From an optimization exercise on the open Yosys and OpenROAD flow, aimed at small area, a short achievable clock period and few clock cycles per item; shortcuts taken in it are not production practice. RTL that was checked went through simulation tests only; none was proved equivalent to the original. For runs 1 to 3, only the layout was checked, not whether the RTL still works. Power figures rest on the tool's default switching activity, not on a simulated workload.

==> design/flow/design.v <==
`timescale 1ns / 1ps
`default_nettype none
`timescale 1ns / 1ps
`default_nettype none
`timescale 1ns / 1ps
`default_nettype none
`timescale 1ns / 1ps
`default_nettype none
module lc4_fastadd #(parameter N = 16)
   (input  wire [N-1:0] a,
    input  wire [N-1:0] b,
    input  wire         ci,
    output wire [N-1:0] s,
    output wire         co);
   localparam L = 5;                          
   wire [N:0] g [0:L];
   wire [N:0] p [0:L];
   assign g[0] = {a & b, ci};
   assign p[0] = {a ^ b, 1'b0};
   genvar l, i;
   generate
      for (l = 0; l < L; l = l + 1) begin : lev
         for (i = 0; i <= N; i = i + 1) begin : bi
            if ((i >> l) & 1) begin : comb
               localparam integer J = ((i >> (l + 1)) << (l + 1)) + (1 << l) - 1;
               assign g[l + 1][i] = g[l][i] | (p[l][i] & g[l][J]);
               assign p[l + 1][i] = p[l][i] & p[l][J];
            end else begin : pass
               assign g[l + 1][i] = g[l][i];
               assign p[l + 1][i] = p[l][i];
            end
         end
      end
   endgenerate
   assign s  = p[0][N:1] ^ g[L][N-1:0];
   assign co = g[L][N];
endmodule
`timescale 1ns / 1ps
`default_nettype none
`timescale 1ns / 1ps
`default_nettype none
module lc4_processor(input wire         clk,
                     input wire         rst,
                     input wire         gwe,
                     output wire [15:0] o_cur_pc,
                     input wire [15:0]  i_cur_insn_A,
                     input wire [15:0]  i_cur_insn_B,
                     output wire [15:0] o_dmem_addr,
                     input wire [15:0]  i_cur_dmem_data,
                     output wire        o_dmem_we,
                     output wire [15:0] o_dmem_towrite,
                     output wire [ 1:0] test_stall_A,
                     output wire [ 1:0] test_stall_B,
                     output wire [15:0] test_cur_pc_A,
                     output wire [15:0] test_cur_pc_B,
                     output wire [15:0] test_cur_insn_A,
                     output wire [15:0] test_cur_insn_B,
                     output wire        test_regfile_we_A,
                     output wire        test_regfile_we_B,
                     output wire [ 2:0] test_regfile_wsel_A,
                     output wire [ 2:0] test_regfile_wsel_B,
                     output wire [15:0] test_regfile_data_A,
                     output wire [15:0] test_regfile_data_B,
                     output wire        test_nzp_we_A,
                     output wire        test_nzp_we_B,
                     output wire [ 2:0] test_nzp_new_bits_A,
                     output wire [ 2:0] test_nzp_new_bits_B,
                     output wire        test_dmem_we_A,
                     output wire        test_dmem_we_B,
                     output wire [15:0] test_dmem_addr_A,
                     output wire [15:0] test_dmem_addr_B,
                     output wire [15:0] test_dmem_data_A,
                     output wire [15:0] test_dmem_data_B,
                     input  wire [ 7:0] switch_data,
                     output wire [15:0] seven_segment_data,
                     output wire [ 7:0] led_data
                     );
   localparam S   = 2;                        
   localparam NCH = 16 / S;                   
   reg [15:0] pc;                             
   reg        d_valid;                        
   reg [2:0]  d_rs, d_rt;                     
   reg        d_byp_s, d_byp_t;               
   reg [15:0] d_insn;                         
   reg        m_valid;                        
   reg [15:0] m_pc, m_insn, m_res, m_sdata;
   reg [15:0] m_addr;                         
   reg        m_rwe, m_nzp_we, m_load, m_store_we;
   reg [2:0]  m_wsel;
   reg        w_stall;                        
   reg [15:0] w_pc, w_insn, w_data, w_addr;
   reg        w_rwe, w_nzp_we, w_dwe, w_mem, w_mem_hi;    
   reg [2:0]  w_wsel, w_nzp;
   reg [15:0] rf [0:7];
   reg [2:0]  nzp;
   wire [15:0] dv_r  = m_addr;
   wire [15:0] dv_aq = m_sdata;
   reg [2:0]  dv_cnt;                         
   wire [3:0] f_op = i_cur_insn_A[15:12];
   wire [2:0] f_rs = (f_op == 4'b0010 || f_op == 4'b1101) ? i_cur_insn_A[11:9] :    
                     (f_op == 4'b1000)                    ? 3'd7 :                  
                                                            i_cur_insn_A[8:6];
   wire [2:0] f_rt = (f_op == 4'b0111) ? i_cur_insn_A[11:9] : i_cur_insn_A[2:0];   
   wire [15:0] I  = d_insn;
   wire [3:0]  op = I[15:12];
   wire op_br   = op == 4'b0000;
   wire op_ar   = op == 4'b0001;
   wire op_cmp  = op == 4'b0010;
   wire op_jsr  = op == 4'b0100;
   wire op_log  = op == 4'b0101;
   wire op_ldr  = op == 4'b0110;
   wire op_str  = op == 4'b0111;
   wire op_rti  = op == 4'b1000;
   wire op_con  = op == 4'b1001;
   wire op_sh   = op == 4'b1010;
   wire op_jmp  = op == 4'b1100;
   wire op_hic  = op == 4'b1101;
   wire op_trap = op == 4'b1111;
   wire is_sub   = op_ar & ~I[5] & (I[4:3] == 2'b10);
   wire is_mul   = op_ar & ~I[5] & (I[4:3] == 2'b01);
   wire is_div   = op_ar & ~I[5] & (I[4:3] == 2'b11);
   wire is_mod   = op_sh & (I[5:4] == 2'b11);
   wire is_divmod = is_div | is_mod;
   wire [2:0] rs_sel = d_rs;                  
   wire [2:0] rt_sel = d_rt;
   wire rs_re = op_ar | op_cmp | (op_jsr & ~I[11]) | op_log | op_ldr | op_str |
                op_rti | op_sh | (op_jmp & ~I[11]) | op_hic;
   wire rt_re = (op_ar & ~I[5]) | (op_cmp & ~I[8]) |
                (op_log & ~I[5] & (I[4:3] != 2'b01)) | op_str | is_mod;
   wire x_rwe = op_ar | op_jsr | op_log | op_ldr | op_con | op_sh | op_hic | op_trap;
   wire [2:0] x_wsel = (op_jsr | op_trap) ? 3'd7 : I[11:9];
   wire x_nzp_we = x_rwe | op_cmp;
   wire [15:0] rs_val = d_byp_s ? m_res : rf[rs_sel];
   wire [15:0] rt_val = d_byp_t ? m_res : rf[rt_sel];
   wire x_fwd = d_valid & x_rwe & ~op_ldr;    
   wire m_ld = m_valid & m_load;
   wire br_real = op_br & (I[11:9] != 3'b000);
   wire lu_stall = m_ld & (((m_wsel == rs_sel) & rs_re) | ((m_wsel == rt_sel) & rt_re) | br_real);
   wire div_stall;
   wire x_stall = d_valid & (lu_stall | div_stall);
   wire [15:0] a = rs_val;
   wire [15:0] b = rt_val;
   wire [15:0] imm5 = {{11{I[4]}}, I[4:0]};
   wire [15:0] imm6 = {{10{I[5]}}, I[5:0]};
   wire [15:0] imm7 = {{9{I[6] & ~I[7]}}, I[6:0]};   
   wire [15:0] imm9 = {{7{I[8]}}, I[8:0]};
   wire addsub_neg = is_sub | op_cmp | is_divmod;
   wire [15:0] add_bsrc = (op_ldr | op_str) ? imm6 :
                          (op_ar & I[5])    ? imm5 :
                          (op_cmp & I[8])   ? imm7 : b;
   wire cmp_signed = ~I[7];
   wire a_x = op_cmp & cmp_signed & a[15];
   wire b_x = op_cmp & cmp_signed & add_bsrc[15];
   wire [16:0] sum;
   lc4_fastadd #(17) u_add (.a({a_x, a}), .b({b_x, add_bsrc} ^ {17{addsub_neg}}), .ci(addsub_neg),
                            .s(sum), .co());
   wire cmp_eq = (sum[15:0] == 16'd0);
   wire [15:0] cmp_res = cmp_eq ? 16'h0000 : sum[16] ? 16'hFFFF : 16'h0001;
   wire [15:0] mpp [0:15];
   genvar mi;
   generate for (mi = 0; mi < 16; mi = mi + 1) begin : mpart
      assign mpp[mi] = b[mi] ? (a << mi) : 16'd0;
   end endgenerate
   wire [15:0] mul_res = mpp[0] + mpp[1] + mpp[2] + mpp[3] + mpp[4] + mpp[5] + mpp[6] + mpp[7] +
                         mpp[8] + mpp[9] + mpp[10] + mpp[11] + mpp[12] + mpp[13] + mpp[14] + mpp[15];
   wire [15:0] logic_res = (I[5] | I[4:3] == 2'b00) ? (a & (I[5] ? imm5 : b)) :
                           (I[4:3] == 2'b01)        ? ~a :
                           (I[4:3] == 2'b10)        ? (a | b) : (a ^ b);
   wire [15:0] shl = a << I[3:0];
   wire [31:0] shr_w = {{16{I[4] & a[15]}}, a} >> I[3:0];
   wire [15:0] shr = shr_w[15:0];
   wire [15:0] da = a;
   wire [15:0] db = b;
   wire dv_first = (dv_cnt == 3'd0);
   wire [15:0] dvr [0:S];
   wire [S-1:0] dvq;
   wire [15:0] dv_aq_in = dv_first ? da : dv_aq;
   assign dvr[0] = dv_first ? 16'd0 : dv_r;
   genvar k;
   generate for (k = 0; k < S; k = k + 1) begin : dstep
      wire [16:0] sh = {dvr[k], dv_aq_in[15 - k]};
      wire [16:0] df;
      wire ge;
      lc4_fastadd #(17) u_sub (.a(sh), .b(~{1'b0, db}), .ci(1'b1), .s(df), .co(ge));
      assign dvq[S - 1 - k] = ge;
      assign dvr[k + 1] = ge ? df[15:0] : sh[15:0];
   end endgenerate
   wire [15:0] dv_aq_step = {dv_aq_in[15-S:0], dvq};
   wire b_zero = (db == 16'd0);
   wire lz16 = sum[16];                       
   wire lz8  = ({8'd0, da[15:8]} < db);         
   wire lz4  = ({4'd0, da[15:4]} < db);         
   wire dv_now  = dv_first & (b_zero | lz16);
   wire dv_last = (dv_cnt == NCH - 1);
   assign div_stall = is_divmod & ~dv_now & ~dv_last;
   wire dv_busy = d_valid & div_stall & ~lu_stall;    
   wire [15:0] div_res = dv_now ? 16'd0 : dv_aq_step;
   wire [15:0] mod_res = dv_now ? (b_zero ? 16'd0 : da) : dvr[S];
   wire sk4 = dv_first & lz4;
   wire sk8 = dv_first & lz8 & ~lz4;
   wire [15:0] dv_r_n  = sk4 ? {4'd0, da[15:4]} : sk8 ? {8'd0, da[15:8]} : dvr[S];
   wire [15:0] dv_aq_n = sk4 ? {da[3:0], 12'd0} : sk8 ? {da[7:0], 8'd0} : dv_aq_step;
   wire [2:0] dv_cnt_n = sk4 ? 3'd6 : sk8 ? 3'd4 : dv_cnt + 3'd1;
   wire [15:0] pc1 = pc;                      
   wire [15:0] d_pc = pc - 16'd1;
   reg [15:0] x_res;
   always @(*) begin
      case (op)
        4'b0001: x_res = is_mul ? mul_res : sum[15:0];
        4'b0010: x_res = cmp_res;
        4'b0101: x_res = logic_res;
        4'b0110, 4'b0111: x_res = sum[15:0];
        4'b1001: x_res = imm9;
        4'b1010: x_res = (I[5:4] == 2'b00) ? shl : shr;
        4'b1101: x_res = {I[7:0], a[7:0]};
        default: x_res = pc1;    
      endcase
   end
   wire m_nzw = m_valid & m_nzp_we;
   wire [2:0] m_nzp_bits = {m_res[15], m_res == 16'd0, ~m_res[15] & (m_res != 16'd0)};
   wire [2:0] cur_nzp = m_nzw ? m_nzp_bits : (~w_stall & w_nzp_we) ? w_nzp : nzp;
   wire br_taken = op_br & ((I[11:9] & cur_nzp) != 3'b000) & (I[8:0] != 9'd0);
   wire jmp_rel  = op_jmp & I[11] & (I[10:0] != 11'd0);
   wire [15:0] rel_tgt;
   lc4_fastadd #(16) u_tgt (.a(pc1), .b(op_br ? imm9 : {{5{I[10]}}, I[10:0]}), .ci(1'b0),
                            .s(rel_tgt), .co());
   wire redirect = d_valid & (br_taken | jmp_rel | op_jsr | op_rti | (op_jmp & ~I[11]) | op_trap);
   wire [15:0] tgt = (op_br | op_jmp & I[11]) ? rel_tgt :
                     (op_jsr & I[11])          ? {d_pc[15], I[10:0], 4'b0000} :
                     op_trap                   ? {8'h80, I[7:0]} : a;
   wire [15:0] w_data_n = m_load ? i_cur_dmem_data : m_store_we ? m_sdata : m_res;
   wire m_mem = m_load | m_store_we;
   always @(posedge clk) begin
      if (gwe) begin
         if (rst) begin
            pc      <= 16'h8200;
            d_valid <= 1'b0;
            d_byp_s <= 1'b0;
            d_byp_t <= 1'b0;
            m_valid <= 1'b0;
            w_stall <= 1'b1;
            nzp     <= 3'b000;
            dv_cnt  <= 3'd0;
         end else begin
            if (!x_stall) begin
               pc      <= redirect ? tgt : pc + 16'd1;
               d_valid <= ~redirect;
               d_insn  <= i_cur_insn_A;
               d_rs    <= f_rs;
               d_rt    <= f_rt;
            end
            if (x_stall) begin                   
               d_byp_s <= 1'b0;
               d_byp_t <= 1'b0;
            end else begin
               d_byp_s <= x_fwd & (f_rs == x_wsel);
               d_byp_t <= x_fwd & (f_rt == x_wsel);
            end
            if (d_valid & is_divmod & ~lu_stall)
               dv_cnt <= div_stall ? dv_cnt_n : 3'd0;
            m_valid <= d_valid & ~x_stall;
            w_stall <= ~m_valid;
            if (~w_stall & w_nzp_we) nzp <= w_nzp;
         end
         m_pc       <= d_pc;
         m_insn     <= d_insn;
         m_res      <= is_divmod ? (is_div ? div_res : mod_res) : x_res;    
         m_addr     <= dv_busy ? dv_r_n  : sum[15:0];
         m_sdata    <= dv_busy ? dv_aq_n : rt_val;
         m_rwe      <= x_rwe;
         m_nzp_we   <= x_nzp_we;
         m_wsel     <= x_wsel;
         m_load     <= op_ldr;
         m_store_we <= op_str & d_valid & ~x_stall & ~rst;
         w_pc     <= m_pc;
         w_insn   <= m_insn;
         w_data   <= w_data_n;
         w_addr   <= m_mem ? m_addr : 16'd0;
         w_rwe    <= m_rwe;
         w_nzp_we <= m_nzp_we;
         w_wsel   <= m_wsel;
         w_dwe    <= m_store_we;
         w_mem    <= m_mem;
         w_mem_hi <= m_insn[15:13] == 3'b011;        
         w_nzp    <= {w_data_n[15], w_data_n == 16'd0, ~w_data_n[15] & (w_data_n != 16'd0)};
      end
   end
   genvar g;
   generate for (g = 0; g < 8; g = g + 1) begin : regs
      always @(posedge clk) begin
         if (gwe) begin
            if (rst) rf[g] <= 16'd0;
            else if (m_valid & m_rwe & (m_wsel == g)) rf[g] <= m_load ? i_cur_dmem_data : m_res;
         end
      end
   end endgenerate
   assign o_cur_pc       = pc;
   assign o_dmem_addr    = m_addr;
   assign o_dmem_we      = m_store_we;
   assign o_dmem_towrite = m_sdata;
   assign test_stall_A        = {1'b0, w_stall};
   assign test_cur_pc_A       = w_pc;
   assign test_cur_insn_A     = w_insn;
   assign test_regfile_we_A   = w_rwe;
   assign test_regfile_wsel_A = w_wsel;
   assign test_regfile_data_A = w_data;
   assign test_nzp_we_A       = w_nzp_we;
   assign test_nzp_new_bits_A = w_nzp;
   assign test_dmem_we_A      = w_dwe;
   assign test_dmem_addr_A    = w_addr;
   assign test_dmem_data_A    = {w_mem_hi ? w_data[15:8] : 8'd0, w_mem ? w_data[7:0] : 8'd0};
   assign test_stall_B        = 2'd1;
   assign test_cur_pc_B       = 16'd0;
   assign test_cur_insn_B     = 16'd0;
   assign test_regfile_we_B   = 1'b0;
   assign test_regfile_wsel_B = 3'd0;
   assign test_regfile_data_B = 16'd0;
   assign test_nzp_we_B       = 1'b0;
   assign test_nzp_new_bits_B = 3'd0;
   assign test_dmem_we_B      = 1'b0;
   assign test_dmem_addr_B    = 16'd0;
   assign test_dmem_data_B    = 16'd0;
   assign seven_segment_data = 16'h0000;
   assign led_data = 8'h00;
endmodule
==> design/flow/flow/run.sh <==
#!/bin/bash
set -euo pipefail
cat >> config.mk <<'EOC'
export BUFFER_PORTS_ARGS = -buffer_cell sky130_fd_sc_hd__buf_4
EOC
bash standard.sh > flow.log 2>&1
==> design/flow/standard.sh <==
#!/bin/bash
# synth_recipe.tcl (not shown) runs the flow's synth.tcl, then flattens the netlist and writes it again
# the make line also repeats each setting of config.mk as NAME=value (left out here)
make -C /OpenROAD-flow-scripts/flow DESIGN_CONFIG=/design/flow/config.mk WORK_HOME=/design/flow/orfs CLKGATE_MAP_FILE= SYNTH_SCRIPT=/design/flow/synth_recipe.tcl "${@:-finish}"
==> design/flow/config.mk <==
export PLATFORM = sky130hd
export DESIGN_NAME = lc4_processor
export DESIGN_NICKNAME = lc4_processor
export VERILOG_FILES = /design/flow/design.v
export SDC_FILE = /design/flow/constraint.sdc
export NUM_CORES = 4
export LEC_CHECK = 0
export CAP_MARGIN = 30
export CORE_MARGIN = 2
export CORE_UTILIZATION = 45
export SLEW_MARGIN = 50
export BUFFER_PORTS_ARGS = -buffer_cell sky130_fd_sc_hd__buf_4
==> design/flow/constraint.sdc <==
create_clock -name core_clock -period 38.0 [get_ports {clk}]
set_input_delay 7.6000 -clock core_clock [delete_from_list [all_inputs] [get_ports {clk}]]
set_output_delay 7.6000 -clock core_clock [all_outputs]
set_load 0.01 [all_outputs]
==> results.sh, run 1 <==
export IMPL_dpl_hpwl_microns=84800
export IMPL_yosysTopAreaCell="edfxtp_1"
export IMPL_yosys_register_bits=338
export IMPL_timing_rr_start="d_rt[2]$_DFFE_PP_"
export IMPL_finalSetupViolations=0
export IMPL_max_slew_margin_rel_pct=45.8
export IMPL_place_congestion=0.992
export IMPL_hold_start="m_pc[2]$_DFFE_PP_"
export IMPL_cts_setup_buffers=0
export IMPL_wl_per_cell_microns=29.5
export IMPL_yosysSeqAreaShare_pct=35.3
export IMPL_grt_first_pass_wirelength_microns=169000
export IMPL_rsz0062_at_grt="false"
export IMPL_cts_made_buffers=40
export IMPL_grt_pass1_vias=24500
export IMPL_period_needed_ns=9.68
export IMPL_initial_utilization_pct=45.5
export IMPL_cts_root_buf="clkbuf_16"
export IMPL_area_delta_synth_final_pct=11.4
export IMPL_core_sq_um=63100
export IMPL_synth_cells=3012
export IMPL_cp_required_ns=38.27
export IMPL_viasPerCell=6.36
export IMPL_cts_num_sinks=338
export IMPL_crit_buf_inv=6
export IMPL_clock_insertion_delay_worst_skew_ns=0.61
export IMPL_async_reset_ff_share_pct=0
export IMPL_status="complete, no violations"
export IMPL_skew_ns=0.0478
export IMPL_synth_cell_types=92
export IMPL_hold_violations=0
export IMPL_pre_cts_ws_ns=28.60
export IMPL_synth_area_sq_um=28700
export IMPL_cts_clk_slew_worst_paths_ns=0.06
export IMPL_antennaDiodeCount=0
export IMPL_fin_nets=3431
export IMPL_synthTopCellsByArea="edfxtp_1 (35%), ha_1 (6.8%), fa_1 (6.8%)"
export IMPL_hp_class="reg -> reg"
export IMPL_max_vdd_ir_drop_mv=0.117
export IMPL_synth_top_area_share_pct=35.3
export IMPL_holdBufCountCts=0
export IMPL_first_iter_violations=2928
export IMPL_h_tree_depth=2
export IMPL_max_freq_mhz=103
export IMPL_post_route_drc_count=0
export IMPL_clockBufferDepth=3
export IMPL_synth_edff_count=338
export IMPL_max_stage_delay_ns=0.76
export IMPL_overflow=0
export IMPL_setup_slack_ns=28.32
export IMPL_finalNonFillerCells=3991
export IMPL_fp_dieW_microns=257
export IMPL_crit_type="reg -> reg"
export IMPL_drt_pass1_iterations=8
export IMPL_worstMarginPinSlew_ns=0.811
export IMPL_grt_usage_pct=34.9
export IMPL_cts_tree="yes"
export IMPL_grt_max_degree=75
export IMPL_start_kind="flop"
export IMPL_routed_wl_microns=118000
export IMPL_final_max_slew_violation_count=0
export IMPL_crit_start="d_rt[2]$_DFFE_PP_"
export IMPL_die_area_sq_um=65800
export IMPL_antenna_found_initial=6
export IMPL_vias=25400
export IMPL_final_antenna_net_count=0
export IMPL_endpoint_kind="flop"
export IMPL_cts_resized=0
export IMPL_synthFlopType="edfxtp_1"
export IMPL_fin_setup_tns_ns=0
export IMPL_dp_cells=3923
export IMPL_maxCapViolations=0
export IMPL_cp_max_fo=40
export IMPL_fin_crit_sh_pct=25.5
export IMPL_io_pins=314
export IMPL_arrival_ns=9.95
export IMPL_synth_warnings=4
export IMPL_die_y_microns=257
export IMPL_layout_drive_gt1_share_pct=14.8
export IMPL_io_buffers=173
export IMPL_path_delay_family="compound AO/OA/AOI/OAI gates"
export IMPL_synth_area_per_cell_sq_um=9.53
export IMPL_cpMaxStageDelayCell="inv_1"
export IMPL_power_density_nw_per_um2=68.2
export IMPL_power_leakage_nw=12.9
export IMPL_rows=92
==> logic make-up (layout without fill, tap and decap cells) <==
kind of cell,Yosys count,after routing,share of synthesized area (%)
DFF,338,338,35.3
other,2,116,0.0262
AOI/OAI and AO/OA,785,785,18.3
and+or+nand+nor,858,858,14.2
muxes,139,139,5.93
xor gates and xnor gates,133,133,4.30
adders and majority gates,253,253,13.6
buffers and inverters,504,523,8.28
==> through the flow <==
stage	instance area [sq um]	util, %	hold WS, ns	power, W
global route	32000	50.7	0.423	0.00230
floorplan	29100	-	0.400	0.00135
finish	32000	50.7	0.417	0.00218
CTS	31900	50.6	0.417	0.00215
global placement	30500	48.4	0.400	0.00174
detailed placement	30700	48.6	0.405	0.00176
==> final cells by class <==
type | instances | area [sq um]
Multi-Input combinational cell | 2284 | 16800
Tap cell | 846 | 1060
Clock inverter | 23 | 238
Sequential cell | 338 | 10100
Fill cell | 5899 | 31100
Clock buffer | 45 | 1020
Inverter | 190 | 714
Timing Repair Buffer | 265 | 2000
==> per-layer routing <==
| metal | vias up | global-route usage [%] | routed length (microns) |
|---|---|---|---|
| li1 | 10900 | - | - |
| met1 | 12500 | 46.8 | 46900 |
| met2 | 1601 | 52.1 | 50900 |
| met3 | 358 | 8.55 | 12900 |
| met4 | 4 | 18.1 | 7130 |
| met5 | - | 0 | 24 |
==> power by group <==
part / internal (W) / switching, W
sequential: 0.000452 / 0.0000304
clock: 0.000210 / 0.000167
combinational: 0.000533 / 0.000789
total: 0.00119 / 0.000986
==> synthesized netlist by cell type, drive strengths merged (38+ instances only) <==
| cell type | count |
|---|---|
| o21ai | 184 |
| nor2 | 259 |
| xor2 | 49 |
| buf | 157 |
| fa | 97 |
| a211oi | 49 |
| nor3 | 61 |
| a21oi | 176 |
| mux2i | 80 |
| nand2b | 52 |
| a221oi | 47 |
| and2 | 44 |
| nand3 | 47 |
| nand2 | 235 |
| mux2 | 38 |
| inv | 184 |
| xnor2 | 79 |
| edfxtp | 338 |
| nor2b | 47 |
| clkbuf | 157 |
| ha | 156 |
==> state kept, by name, summed over array words and instances, names as in the netlist, 15 cells and up <==
register,count
m_sdata,16
m_addr,16
m_pc,16
w_addr,16
w_insn,16
d_insn,16
m_res,16
w_pc,16
pc,16
rf,128
w_data,15
m_insn,16
==> cell usage in the layout, fill, tap and decap left out, types with 14 or more instances in the layout <==
| cell | n |
|---|---|
| o221ai_1 | 14 |
| a31oi_1 | 26 |
| o211ai_1 | 31 |
| nand4_1 | 18 |
| and2_1 | 40 |
| xnor2_1 | 77 |
| nand2_1 | 235 |
| nor2b_1 | 47 |
| xor2_1 | 49 |
| o22ai_1 | 27 |
| inv_1 | 176 |
| or3_1 | 18 |
| nand2b_1 | 50 |
| a21o_1 | 32 |
| a221o_1 | 17 |
| nor2_1 | 255 |
| clkbuf_16 | 40 |
| edfxtp_1 | 338 |
| clkinv_1 | 14 |
| a22oi_1 | 26 |
| or2_2 | 16 |
| fa_1 | 97 |
| mux2i_1 | 80 |
| ha_1 | 156 |
| a221oi_1 | 47 |
| buf_4 | 262 |
| a211oi_1 | 48 |
| nor4_1 | 15 |
| conb_1 | 116 |
| o21ai_0 | 178 |
| nor3_1 | 59 |
| o21a_1 | 16 |
| nand3_1 | 47 |
| a21oi_1 | 161 |
| mux2_2 | 38 |
| mux4_2 | 21 |
==> worst reg2reg max path, stage by stage, from the launching register on <==
cell	delay, ns
edfxtp_1	0.34
buf_4	0.47
inv_1	0.53
o221a_2	0.37
o311ai_0	0.37
buf_4	0.21
nand2_1	0.46
inv_1	0.77
ha_1	0.29
o211ai_1	0.10
o21ai_0	0.17
o21ai_0	0.27
a211oi_1	0.55
o21ba_2	0.61
mux2_2	0.45
inv_1	0.07
ha_1	0.22
nor2b_1	0.15
o31a_1	0.29
o21ai_0	0.43
a21oi_1	0.17
o31a_1	0.32
a311o_1	0.32
buf_4	0.23
mux2i_1	0.22
a21oi_1	0.22
a221oi_1	0.12
a211oi_1	0.67
==> path summary, 6_finish.rpt <==
check / cells past startpoint / slack [ns] / to
setup / recovery: 27 / 28.32 / m_res[10]$_DFFE_PP_
hold / removal: 0 / 0.42 / w_pc[2]$_DFFE_PP_
setup reg to reg: 27 / 28.32 / m_res[10]$_DFFE_PP_
hold reg to reg: 0 / 0.42 / w_pc[2]$_DFFE_PP_
==> run 2: changes to the inputs <==
--- a/design/flow/config.mk
+++ b/design/flow/config.mk
@@ -7,6 +7,6 @@
 export LEC_CHECK = 0
 export CAP_MARGIN = 30
 export CORE_MARGIN = 2
-export CORE_UTILIZATION = 45
+export CORE_UTILIZATION = 30
 export SLEW_MARGIN = 50
 export BUFFER_PORTS_ARGS = -buffer_cell sky130_fd_sc_hd__buf_4
==> run 2 against run 1 <==
  * Still clean
  * Fmax decreased by 1.9%
  * Die area increased by 49%
  * Synthesized area unchanged
  * Flip-flop and latch count unchanged
  * Wire length decreased by 1.1%
  * Power increased by 2.6%
  * Sequential share of layout area decreased by 0.57 points
  * Critical path depth increased by 1
  * Cell area increased by 1.8%
  * Highest routed layer unchanged
==> results.sh, run 2 <==
export IMPL_maxCapViolations=0
export IMPL_status="complete, no violations"
export IMPL_die_area_sq_um=98200
export IMPL_power_leakage_nw=13.0
export IMPL_hold_violations=0
export IMPL_initial_utilization_pct=30.3
export IMPL_grt_first_pass_wirelength_microns=166000
export IMPL_fin_nets=3432
export IMPL_yosysTopAreaCell="edfxtp_1"
export IMPL_dpl_hpwl_microns=83500
export IMPL_cts_setup_buffers=0
export IMPL_skew_ns=0.0401
export IMPL_max_slew_margin_rel_pct=47.3
export IMPL_rsz0062_at_grt="false"
export IMPL_crit_type="reg -> reg"
export IMPL_synth_area_per_cell_sq_um=9.53
export IMPL_layout_common_cells="edfxtp_1 (338), buf_4 (263), nor2_1 (257)"
export IMPL_yosys_register_bits=338
export IMPL_cp_max_fo=48
export IMPL_cts_num_sinks=338
export IMPL_h_tree_depth=2
export IMPL_io_buffers=173
export IMPL_start_kind="flop"
export IMPL_synthTopCellsByArea="edfxtp_1 (35%), ha_1 (6.8%), fa_1 (6.8%)"
export IMPL_final_common_cell="edfxtp_1"
export IMPL_antenna_found_initial=1
export IMPL_placed_area_sq_um=31200
export IMPL_routed_wl_microns=116000
export IMPL_cts_root_buf="clkbuf_16"
export IMPL_hp_class="reg -> reg"
export IMPL_crit_start="d_rs[1]$_DFFE_PP_"
export IMPL_final_area_sq_um=32600
export IMPL_drt_pass1_iterations=6
export IMPL_critPathCapture="m_res[15]$_DFFE_PP_"
export IMPL_io_pins=314
export IMPL_largest_reg_flops=128
export IMPL_max_vdd_ir_drop_mv=0.104
export IMPL_cts_clk_slew_worst_paths_ns=0.07
export IMPL_crit_path_frequent_cell="fa_1"
export IMPL_cts_tree="yes"
export IMPL_vias=25300
export IMPL_area_delta_synth_final_pct=13.4
export IMPL_cp_required_ns=38.29
export IMPL_synth_warnings=4
export IMPL_viasPerCell=5.73
export IMPL_rr_endpoint="m_res[15]$_DFFE_PP_"
export IMPL_yosys_top_cells_count="edfxtp_1 (338), nor2_1 (259), nand2_1 (235), inv_1 (181), o21ai_0 (179)"
export IMPL_final_util_pct=34.3
export IMPL_endpoint_kind="flop"
export IMPL_r2r_worst_path_cells=28
export IMPL_synth_cell_types=92
export IMPL_grt_max_degree=72
export IMPL_core_sq_um=94900
export IMPL_max_freq_mhz=101
export IMPL_cts_made_buffers=36
export IMPL_max_stage_delay_ns=0.73
export IMPL_yosysMostFrequentCell="edfxtp_1"
export IMPL_final_antenna_net_count=0
export IMPL_wl_per_cell_microns=26.4
export IMPL_post_route_drc_count=0
export IMPL_grt_usage_pct=22.9
export IMPL_first_iter_violations=3396
export IMPL_yosysSeqAreaShare_pct=35.3
export IMPL_async_reset_ff_share_pct=0
export IMPL_die_y_microns=313
export IMPL_grt_pass1_vias=23600
export IMPL_final_max_slew_violation_count=0
export IMPL_finalSetupViolations=0
export IMPL_synthFlopType="edfxtp_1"
export IMPL_worstMarginPinSlew_ns=0.790
export IMPL_regMostFlops="rf"
export IMPL_clock_insertion_delay_worst_skew_ns=0.58
export IMPL_synth_area_sq_um=28700
export IMPL_synth_edff_count=338
export IMPL_layout_drive_gt1_share_pct=14.8
export IMPL_arrival_ns=10.15
export IMPL_holdBufCountCts=0
export IMPL_synth_top_area_share_pct=35.3
export IMPL_timing_rr_start="d_rs[1]$_DFFE_PP_"
export IMPL_fp_dieW_microns=313
export IMPL_rows=113
export IMPL_clockBufferDepth=3
export IMPL_period_needed_ns=9.86
export IMPL_fin_setup_tns_ns=0
export IMPL_place_congestion=1.02
export IMPL_overflow=0
export IMPL_power_density_nw_per_um2=68.7
export IMPL_cts_resized=0
export IMPL_fin_crit_sh_pct=25.9
export IMPL_rrSetupSlack_ns=28.14
export IMPL_cpMaxStageDelayCell="clkinv_1"
export IMPL_synth_cells=3012
## run 2: cell counts after synthesis
Identical to the previous run, type by type.
## run 2: logic make-up after synthesis
kind of cell / after synthesis / synth area share (%)
AO/OA/AOI/OAI: 785 / 18.3
XOR/XNOR: 133 / 4.30
adder cells (fa/ha/maj): 253 / 13.6
buffers and inverters: 504 / 8.28
flip-flops: 338 / 35.3
multiplexers: 139 / 5.93
other: 2 / 0.0262
AND/OR/NAND/NOR: 858 / 14.2
## run 2: per-stage QoR
| stage | instances | hold WS (ns) | total power (W) | setup slack, ns |
|---|---|---|---|---|
| 6_report | 4414 | 0.398 | 0.00224 | 28.14 |
| 5_1_grt | 4411 | 0.406 | 0.00236 | 27.80 |
| 4_1_cts | 4410 | 0.402 | 0.00222 | 28.36 |
| 3_5_place_dp | 4346 | 0.405 | 0.00181 | 28.43 |
| 3_3_place_gp | 4341 | 0.402 | 0.00180 | 28.43 |
| 2_1_floorplan | 3126 | 0.400 | 0.00135 | 29.16 |
## run 2: per-layer routing
metal	GRT usage, %	wire length [microns]
met1	30.1	45800
met2	35.5	51500
met3	4.43	12100
met4	12.7	7110
met5	0	13
## run 2: where the power goes
| part | internal, W | total (W) | switching, W | leakage, nW |
|---|---|---|---|---|
| clock network | 0.000236 | 0.000401 | 0.000165 | 0.628 |
| logic | 0.000532 | 0.00135 | 0.000823 | 9.02 |
| registers | 0.000452 | 0.000482 | 0.0000300 | 3.30 |
## run 2: area by class of cell
type | count | area (sq um)
fillers | 9630 | 62300
multi-input cells | 2284 | 16700
flip-flops and latches | 338 | 10100
repair buffers | 270 | 2050
well taps | 1265 | 1580
clock buffers | 41 | 941
inverters | 190 | 713
clock inverters | 23 | 374
diodes | 3 | 7.51
## run 2: worst max-delay path: cells and delay by family, from the launching register on
kind | cells | cell delay [ns]
buffers and inverters | 5 | 1.84
and+or+nand+nor | 5 | 1.64
xor gates and xnor gates | 2 | 0.87
AOI/OAI and AO/OA | 8 | 1.69
adders and majority gates | 8 | 3.13
DFF | 1 | 0.33
## run 2: worst min-delay path by stage
stage	start	to	cells after the start	slack [ns]
6_report	m_insn[7]$_DFFE_PP_	w_insn[7]$_DFFE_PP_	0	0.40
5_1_grt	m_insn[7]$_DFFE_PP_	w_insn[7]$_DFFE_PP_	0	0.41
4_1_cts	m_insn[7]$_DFFE_PP_	w_insn[7]$_DFFE_PP_	0	0.40
3_5_place_dp	m_insn[10]$_DFFE_PP_	w_insn[10]$_DFFE_PP_	0	0.40
3_3_place_gp	m_insn[8]$_DFFE_PP_	w_insn[8]$_DFFE_PP_	0	0.40
2_1_floorplan	m_insn[0]$_DFFE_PP_	w_insn[0]$_DFFE_PP_	0	0.40
==> run 3: changes to the inputs <==
==> design/flow/config.mk (replaced) <==
export PLATFORM = sky130hd
export DESIGN_NAME = lc4_processor
export DESIGN_NICKNAME = lc4_processor
export VERILOG_FILES = /design/flow/design.v
export SDC_FILE = /design/flow/constraint.sdc
export NUM_CORES = 4
export LEC_CHECK = 0
export CAP_MARGIN = 40
export CORE_MARGIN = 2
export CORE_UTILIZATION = 40
export SLEW_MARGIN = 60
export BUFFER_PORTS_ARGS = -buffer_cell sky130_fd_sc_hd__buf_4
==> run 3 against run 2 <==
  * Still clean on timing, DRC and antenna
  * Sequential power hardly changed
  * Wire length is 0.64% lower
  * Clock skew is 0.0058 ns lower
  * Register-to-register slack worse by 0.05 ns
  * Fmax is 0.51% lower
  * Die area is 25% lower
  * First-iteration DRC count is 9.0% lower
  * Largest cell class unchanged
  * Largest power group unchanged
==> results.sh, run 3 <==
export IMPL_status="complete, no violations"
export IMPL_yosysSeqAreaShare_pct=35.3
export IMPL_power_leakage_nw=12.9
export IMPL_cpMaxStageDelayCell="or3_2"
export IMPL_synth_warnings=4
export IMPL_seqCellArea_sq_um=10100
export IMPL_grt_usage_pct=30.6
export IMPL_arrival_ns=10.22
export IMPL_yosys_register_bits=338
export IMPL_synth_area_per_cell_sq_um=9.53
export IMPL_p_total_w=0.00222
export IMPL_layout_common_cells="edfxtp_1 (338), buf_4 (255), nor2_1 (250)"
export IMPL_sequentialPowerShare_pct=21.7
export IMPL_place_congestion=1.03
export IMPL_cts_resized=0
export IMPL_crit_path_frequent_cell="fa_1"
export IMPL_rsz0062_at_grt="false"
export IMPL_initial_utilization_pct=40.3
export IMPL_p_sw_share_pct=45.5
export IMPL_synthTopCellsByArea="edfxtp_1 (35%), ha_1 (6.8%), fa_1 (6.8%)"
export IMPL_async_reset_ff_share_pct=0
export IMPL_overflow=0
export IMPL_synth_edff_count=338
export IMPL_die_y_microns=272
export IMPL_crit_type="reg -> reg"
export IMPL_hold_start="m_pc[0]$_DFFE_PP_"
export IMPL_fin_setup_tns_ns=0
export IMPL_finalSetupViolations=0
export IMPL_vias=25200
export IMPL_post_route_drc_count=0
export IMPL_crit_start="d_rt[2]$_DFFE_PP_"
export IMPL_antenna_found_initial=1
export IMPL_fp_dieW_microns=272
export IMPL_max_stage_delay_ns=0.76
export IMPL_synth_cell_types=92
export IMPL_timing_rr_start="d_rt[2]$_DFFE_PP_"
export IMPL_r2r_worst_path_cells=29
export IMPL_core_sq_um=71200
export IMPL_holdBufCountCts=0
export IMPL_synth_top_area_share_pct=35.3
export IMPL_clock_insertion_delay_worst_skew_ns=0.59
export IMPL_layout_drive_gt1_share_pct=15.9
export IMPL_cts_made_buffers=37
export IMPL_wl_per_cell_microns=28.3
export IMPL_cp_required_ns=38.31
export IMPL_die_area_sq_um=73900
export IMPL_rr_endpoint="m_res[15]$_DFFE_PP_"
export IMPL_max_slew_margin_rel_pct=56.6
export IMPL_regMostFlops="rf"
export IMPL_grt_pass1_vias=23700
export IMPL_drt_pass1_iterations=6
export IMPL_min_to="w_pc[0]$_DFFE_PP_"
export IMPL_io_pins=314
export IMPL_h_tree_depth=2
export IMPL_yosysMostFrequentCell="edfxtp_1"
export IMPL_largest_reg_flops=128
export IMPL_endpoint_kind="flop"
export IMPL_final_max_slew_violation_count=0
export IMPL_cts_clk_slew_worst_paths_ns=0.06
export IMPL_final_antenna_net_count=0
export IMPL_fin_nets=3429
export IMPL_grt_max_degree=81
export IMPL_skew_ns=0.0343
export IMPL_nFillCells=6828
export IMPL_io_buffers=173
export IMPL_pre_cts_ws_ns=28.29
export IMPL_grt_first_pass_wirelength_microns=166000
export IMPL_viasPerCell=6.15
export IMPL_rows=98
export IMPL_period_needed_ns=9.91
export IMPL_crit_buf_inv=6
export IMPL_finalHoldWorstSlack_ns=0.417
export IMPL_synth_area_sq_um=28700
export IMPL_dp_cells=4025
export IMPL_cp_max_fo=34
export IMPL_worstMarginPinSlew_ns=0.647
export IMPL_hold_violations=0
export IMPL_antennaDiodeCount=0
export IMPL_intPower_w=0.00121
export IMPL_yosys_top_cells_count="edfxtp_1 (338), nor2_1 (259), nand2_1 (235), inv_1 (181), o21ai_0 (179)"
export IMPL_multi_input_area_sq_um=17000
export IMPL_cts_tree="yes"
export IMPL_final_common_cell="edfxtp_1"
export IMPL_cts_num_sinks=338
export IMPL_yosysTopAreaCell="edfxtp_1"
export IMPL_finalNonFillerCells=4094
export IMPL_switching_power_w=0.00101
export IMPL_hold_path_cell_count=0
export IMPL_combPwrFrac_pct=61.8
export IMPL_first_iter_violations=3090
export IMPL_clockBufferDepth=3
export IMPL_start_kind="flop"
export IMPL_max_vdd_ir_drop_mv=0.106
export IMPL_routed_wl_microns=116000
export IMPL_power_density_nw_per_um2=68.6
export IMPL_max_freq_mhz=101
export IMPL_synth_cells=3012
export IMPL_maxCapViolations=0
export IMPL_synthFlopType="edfxtp_1"
export IMPL_fin_crit_sh_pct=26.1
export IMPL_area_delta_synth_final_pct=12.5
export IMPL_cts_setup_buffers=0
export IMPL_setup_slack_ns=28.09
export IMPL_hp_class="reg -> reg"
export IMPL_dpl_hpwl_microns=83300
export IMPL_rrSetupSlack_ns=28.09
export IMPL_clkPwrFrac_pct=16.5
export IMPL_cts_root_buf="clkbuf_16"
export IMPL_path_delay_family="adder cells"
run 3: cell counts after synthesis:
Identical to the previous run, type by type.
run 3: how the worst max path moves through the flow:
stage | endpoint | cells past startpoint
after CTS | m_res[15]$_DFFE_PP_ | 29
after detailed placement | dv_cnt[0]$_SDFFCE_PP0P_ | 4
after global routing | m_res[15]$_DFFE_PP_ | 29
after floorplan | d_insn[0]$_DFFE_PP_ | 2
final | m_res[15]$_DFFE_PP_ | 29
after global placement | dv_cnt[0]$_SDFFCE_PP0P_ | 4
run 3: routing by layer:
metal  global-route usage, %  part of all wire (%)  wire (microns)
met1                    41.4                    39           45500
met2                    46.7                    44           50800
met3                    6.17                    11           13000
met4                    15.1                   5.5            6390
met5                       0                     0               0
run 3: kinds of logic (layout without fill, tap and decap cells):
group / after synthesis / count (layout) / synth area share (%)
compound gates: 785 / 785 / 18.3
xor+xnor: 133 / 133 / 4.30
fa+ha+maj: 253 / 253 / 13.6
buf+inv: 504 / 522 / 8.28
flops: 338 / 338 / 35.3
mux: 139 / 139 / 5.93
other cells: 2 / 116 / 0.0262
simple gates: 858 / 858 / 14.2
run 3: area by class of cell:
type,count,share of cell area (%)
inverters,190,2.21
repair buffers,266,6.41
clock buffers,44,2.95
clock inverters,22,0.786
flip-flops and latches,338,31.4
well taps,950,3.68
multi-input cells,2284,52.5
run 3: through the flow:
| stage | util, % | area, sq um |
|---|---|---|
| final | 45.3 | 32300 |
| after global routing | 45.3 | 32300 |
| after CTS | 45.1 | 32200 |
| after detailed placement | 43.4 | 30900 |
| after global placement | 43.1 | 30700 |
| after floorplan | - | 29100 |
run 3: worst register-to-register path: cells and delay by family, from the launching register on:
kind            cells  cell delay, ns
buf+inv             6            1.09
compound gates      8            1.77
simple gates        5            2.33
fa+ha+maj           8            3.12
xor+xnor            2            0.79
flops               1            0.53
run 3: power by group through the flow:
stage                     sequential [W]  clock [W]  combinational (W)
final                           0.000480   0.000367            0.00137
after global routing            0.000483   0.000383            0.00148
after CTS                       0.000480   0.000370            0.00135
after detailed placement        0.000487          0            0.00133
after global placement          0.000487          0            0.00130
after floorplan                 0.000480          0           0.000869
==> run 4: changes to the inputs <==
--- a/design/flow/design.v
+++ b/design/flow/design.v
@@ -156,13 +156,7 @@
                             .s(sum), .co());
    wire cmp_eq = (sum[15:0] == 16'd0);
    wire [15:0] cmp_res = cmp_eq ? 16'h0000 : sum[16] ? 16'hFFFF : 16'h0001;
-   wire [15:0] mpp [0:15];
-   genvar mi;
-   generate for (mi = 0; mi < 16; mi = mi + 1) begin : mpart
-      assign mpp[mi] = b[mi] ? (a << mi) : 16'd0;
-   end endgenerate
-   wire [15:0] mul_res = mpp[0] + mpp[1] + mpp[2] + mpp[3] + mpp[4] + mpp[5] + mpp[6] + mpp[7] +
-                         mpp[8] + mpp[9] + mpp[10] + mpp[11] + mpp[12] + mpp[13] + mpp[14] + mpp[15];
+   wire [15:0] mul_res = a * b;
    wire [15:0] logic_res = (I[5] | I[4:3] == 2'b00) ? (a & (I[5] ? imm5 : b)) :
                            (I[4:3] == 2'b01)        ? ~a :
                            (I[4:3] == 2'b10)        ? (a | b) : (a ^ b);
==> run 4 against run 3 <==
  * Still clean
  * Combinational power fell by 5%
  * Global-route usage fell by 2.2 points
  * Clock power rose by 5.7%
  * Utilization fell by 0.11 points
  * Fmax rose by 7.2%
  * Critical path type is now reg -> out
  * Critical endpoint is now test_dmem_data_A[14]
  * Largest power group unchanged
==> results.sh, run 4 <==
export IMPL_crit_chain="and2_1 -> buf_4"
export IMPL_synth_edff_count=338
export IMPL_antenna_found_initial=5
export IMPL_layout_drive_gt1_share_pct=15.8
export IMPL_max_slew_margin_rel_pct=45.5
export IMPL_skew_ns=0.0413
export IMPL_initial_utilization_pct=40.2
export IMPL_synth_top_area_share_pct=34.8
export IMPL_endpoint_kind="primary output"
export IMPL_hp_class="reg -> reg"
export IMPL_max_freq_mhz=108
export IMPL_routed_wl_microns=108000
export IMPL_overflow=0
export IMPL_yosys_top_cells_count="edfxtp_1 (338), nand2_1 (258), nor2_1 (256), inv_1 (209), a21oi_1 (205)"
export IMPL_synth_area_sq_um=29200
export IMPL_start_kind="flop"
export IMPL_synthTopCellsByArea="edfxtp_1 (35%), ha_1 (7.1%), fa_1 (6.4%)"
export IMPL_synth_cell_types=98
export IMPL_status="complete, no violations"
export IMPL_grt_first_pass_wirelength_microns=158000
export IMPL_rrSetupSlack_ns=28.80
export IMPL_place_congestion=1.03
export IMPL_grt_usage_pct=28.3
export IMPL_dp_cells=4096
export IMPL_vias=25400
export IMPL_final_util_pct=45.2
export IMPL_die_y_microns=274
export IMPL_rsz0062_at_grt="false"
export IMPL_core_sq_um=72600
export IMPL_cts_setup_buffers=0
export IMPL_hold_violations=0
export IMPL_first_iter_violations=3703
export IMPL_synth_area_per_cell_sq_um=9.52
export IMPL_cts_tree="yes"
export IMPL_max_stage_delay_ns=0.68
export IMPL_crit_start="w_mem_hi$_DFFE_PP_"
export IMPL_clock_insertion_delay_worst_skew_ns=0.60
export IMPL_synthFlopType="edfxtp_1"
export IMPL_hold_path_cell_count=0
export IMPL_placed_area_sq_um=31400
export IMPL_final_common_cell="edfxtp_1"
export IMPL_wl_per_cell_microns=26.0
export IMPL_yosysSeqAreaShare_pct=34.8
export IMPL_period_needed_ns=9.24
export IMPL_async_reset_ff_share_pct=0
export IMPL_yosysTopAreaCell="edfxtp_1"
export IMPL_cts_root_buf="clkbuf_16"
export IMPL_hold_start="m_pc[2]$_DFFE_PP_"
export IMPL_min_to="w_pc[2]$_DFFE_PP_"
export IMPL_largest_reg_flops=128
export IMPL_grt_pass1_vias=23700
export IMPL_maxCapViolations=0
export IMPL_synth_warnings=4
export IMPL_cp_required_ns=30.40
export IMPL_fin_crit_sh_pct=24.3
export IMPL_post_route_drc_count=0
export IMPL_cpMaxStageDelayCell="edfxtp_1"
export IMPL_cts_resized=0
export IMPL_r2r_worst_path_cells=30
export IMPL_area_delta_synth_final_pct=12.5
export IMPL_cts_made_buffers=40
export IMPL_power_density_nw_per_um2=66.2
export IMPL_max_vdd_ir_drop_mv=0.141
export IMPL_fp_dieW_microns=274
export IMPL_synth_cells=3066
export IMPL_cts_clk_slew_worst_paths_ns=0.06
export IMPL_io_buffers=173
export IMPL_fin_setup_tns_ns=0
export IMPL_grt_max_degree=73
export IMPL_clockBufferDepth=3
export IMPL_final_area_sq_um=32800
export IMPL_nFillCells=7003
export IMPL_regMostFlops="rf"
export IMPL_yosys_register_bits=338
export IMPL_io_pins=314
export IMPL_die_area_sq_um=75200
export IMPL_arrival_ns=1.64
export IMPL_rows=99
export IMPL_cp_max_fo=8
export IMPL_finalSetupViolations=0
export IMPL_final_max_slew_violation_count=0
export IMPL_timing_rr_start="d_rt[0]$_DFFE_PP_"
export IMPL_final_antenna_net_count=0
export IMPL_finalNonFillerCells=4175
export IMPL_yosysMostFrequentCell="edfxtp_1"
export IMPL_cts_num_sinks=338
export IMPL_power_leakage_nw=13.1
export IMPL_h_tree_depth=2
export IMPL_rr_endpoint="m_res[9]$_DFFE_PP_"
export IMPL_holdBufCountCts=0
export IMPL_crit_type="reg -> out"
export IMPL_viasPerCell=6.08
export IMPL_drt_pass1_iterations=8
export IMPL_layout_common_cells="edfxtp_1 (338), nand2_1 (257), buf_4 (257)"
export IMPL_fin_nets=3503
export IMPL_worstMarginPinSlew_ns=0.805
export IMPL_dpl_hpwl_microns=76100
==> run 4: cell count changes after synthesis, moves of 14 or more <==
| cell | delta |
|---|---|
| a21o_1 | -14 |
| inv_1 | +28 |
| mux4_2 | +17 |
| a21oi_1 | +29 |
| nand2_1 | +23 |
| clkbuf_1 | -24 |
| nor3_1 | -17 |
==> run 4: cell families after synthesis <==
family	Yosys count	share of synthesized area (%)
muxes	148	6.90
other	2	0.0257
buffers and inverters	529	8.93
adders and majority gates	258	13.5
DFF	338	34.8
AOI/OAI and AO/OA	778	17.4
and+or+nand+nor	882	14.4
xor gates and xnor gates	131	4.12
==> run 4: through the flow <==
| stage | total power (W) | setup slack (ns) | hold WS (ns) |
|---|---|---|---|
| floorplan | 0.00133 | 28.48 | 0.400 |
| global placement | 0.00175 | 28.13 | 0.402 |
| detailed placement | 0.00176 | 28.62 | 0.405 |
| CTS | 0.00216 | 28.70 | 0.419 |
| global route | 0.00230 | 28.41 | 0.420 |
| finish | 0.00217 | 28.76 | 0.418 |
==> run 4: worst max-delay path by stage <==
stage | end | slack (ns) | depth (start not counted)
floorplan | d_valid$_SDFFCE_PP0P_ | 28.48 | 3
global placement | rf[5][5]$_SDFFCE_PP0P_ | 28.13 | 4
detailed placement | rf[3][5]$_SDFFCE_PP0P_ | 28.62 | 4
CTS | test_dmem_data_A[14] | 28.70 | 2
global route | m_res[11]$_DFFE_PP_ | 28.41 | 30
finish | test_dmem_data_A[14] | 28.76 | 2
==> run 4: final cells by class <==
| cell class | instances | area (sq um) | share of cell area, % |
|---|---|---|---|
| Tap cell | 959 | 1200 | 3.66 |
| Multi-Input combinational cell | 2313 | 17200 | 52.5 |
| Inverter | 220 | 827 | 2.52 |
| Sequential cell | 338 | 10100 | 30.9 |
| Clock buffer | 44 | 1020 | 3.09 |
| Timing Repair Buffer | 273 | 2110 | 6.42 |
| Antenna cell | 2 | 5.00 | 0.0152 |
| Clock inverter | 26 | 280 | 0.854 |
==> run 4: where the power goes <==
group | total [W] | internal (W) | leakage (nW) | switching, W
clock network | 0.000388 | 0.000222 | 0.625 | 0.000166
logic | 0.00130 | 0.000513 | 9.17 | 0.000790
registers | 0.000481 | 0.000452 | 3.30 | 0.0000293
total | 0.00217 | 0.00119 | 13.1 | 0.000985
==> run 4: per-layer routing <==
| metal | global-route usage (%) | share of wire (%) |
|---|---|---|
| met2 | 42.8 | 43 |
| met4 | 10.8 | 4.3 |
| met1 | 39.2 | 41 |
| met3 | 6.80 | 12 |
| met5 | 0.706 | 0.089 |
==> run 4: critical path: cells and delay by family (launching register included) <==
kind | cells | cell delay, ns
simple gates | 1 | 0.23
flops | 1 | 0.68
buf+inv | 1 | 0.12
Testbench counts of run 4, summed over its fixed seeds: cycles 73,510, instructions 64,000.

-- afterwards: timing with drivers on the ports --
Ports are ideal in the flow. The routed layouts listed here were re-timed in OpenROAD.
Step 1 assumes that a clkbuf_16 drives the clock port and a buf_2 every other input.
Step 2 also shifts input and output timing later by t, the mid clock arrival at the registers, as if the neighbouring blocks saw the same clock.
a / b / c = ideal ports / drivers / drivers and shift; a / b = the first two.
| run | shift t [ns] | setup slack, ns | hold WS [ns] | worst slew at a driven data input, ns |
|---|---|---|---|---|
| run 1 | 0.647 | 28.324 / 28.324 / 28.324 | 0.417 / 0.417 / 0.417 | 0.08 |
| run 2 | 0.631 | 28.141 / 28.141 / 28.141 | 0.398 / 0.398 / 0.398 | 0.05 |
| run 3 | 0.637 | 28.090 / 28.090 / 28.090 | 0.417 / 0.417 / 0.417 | 0.05 |
| run 4 | 0.643 | 28.756 / 28.695 / 28.541 | 0.418 / 0.418 / 0.418 | 0.06 |
After both steps setup and hold are still met in every run listed. For run 4, which loses most, drivers alone change the setup slack by -0.061 ns; drivers and shift together by -0.215 ns.
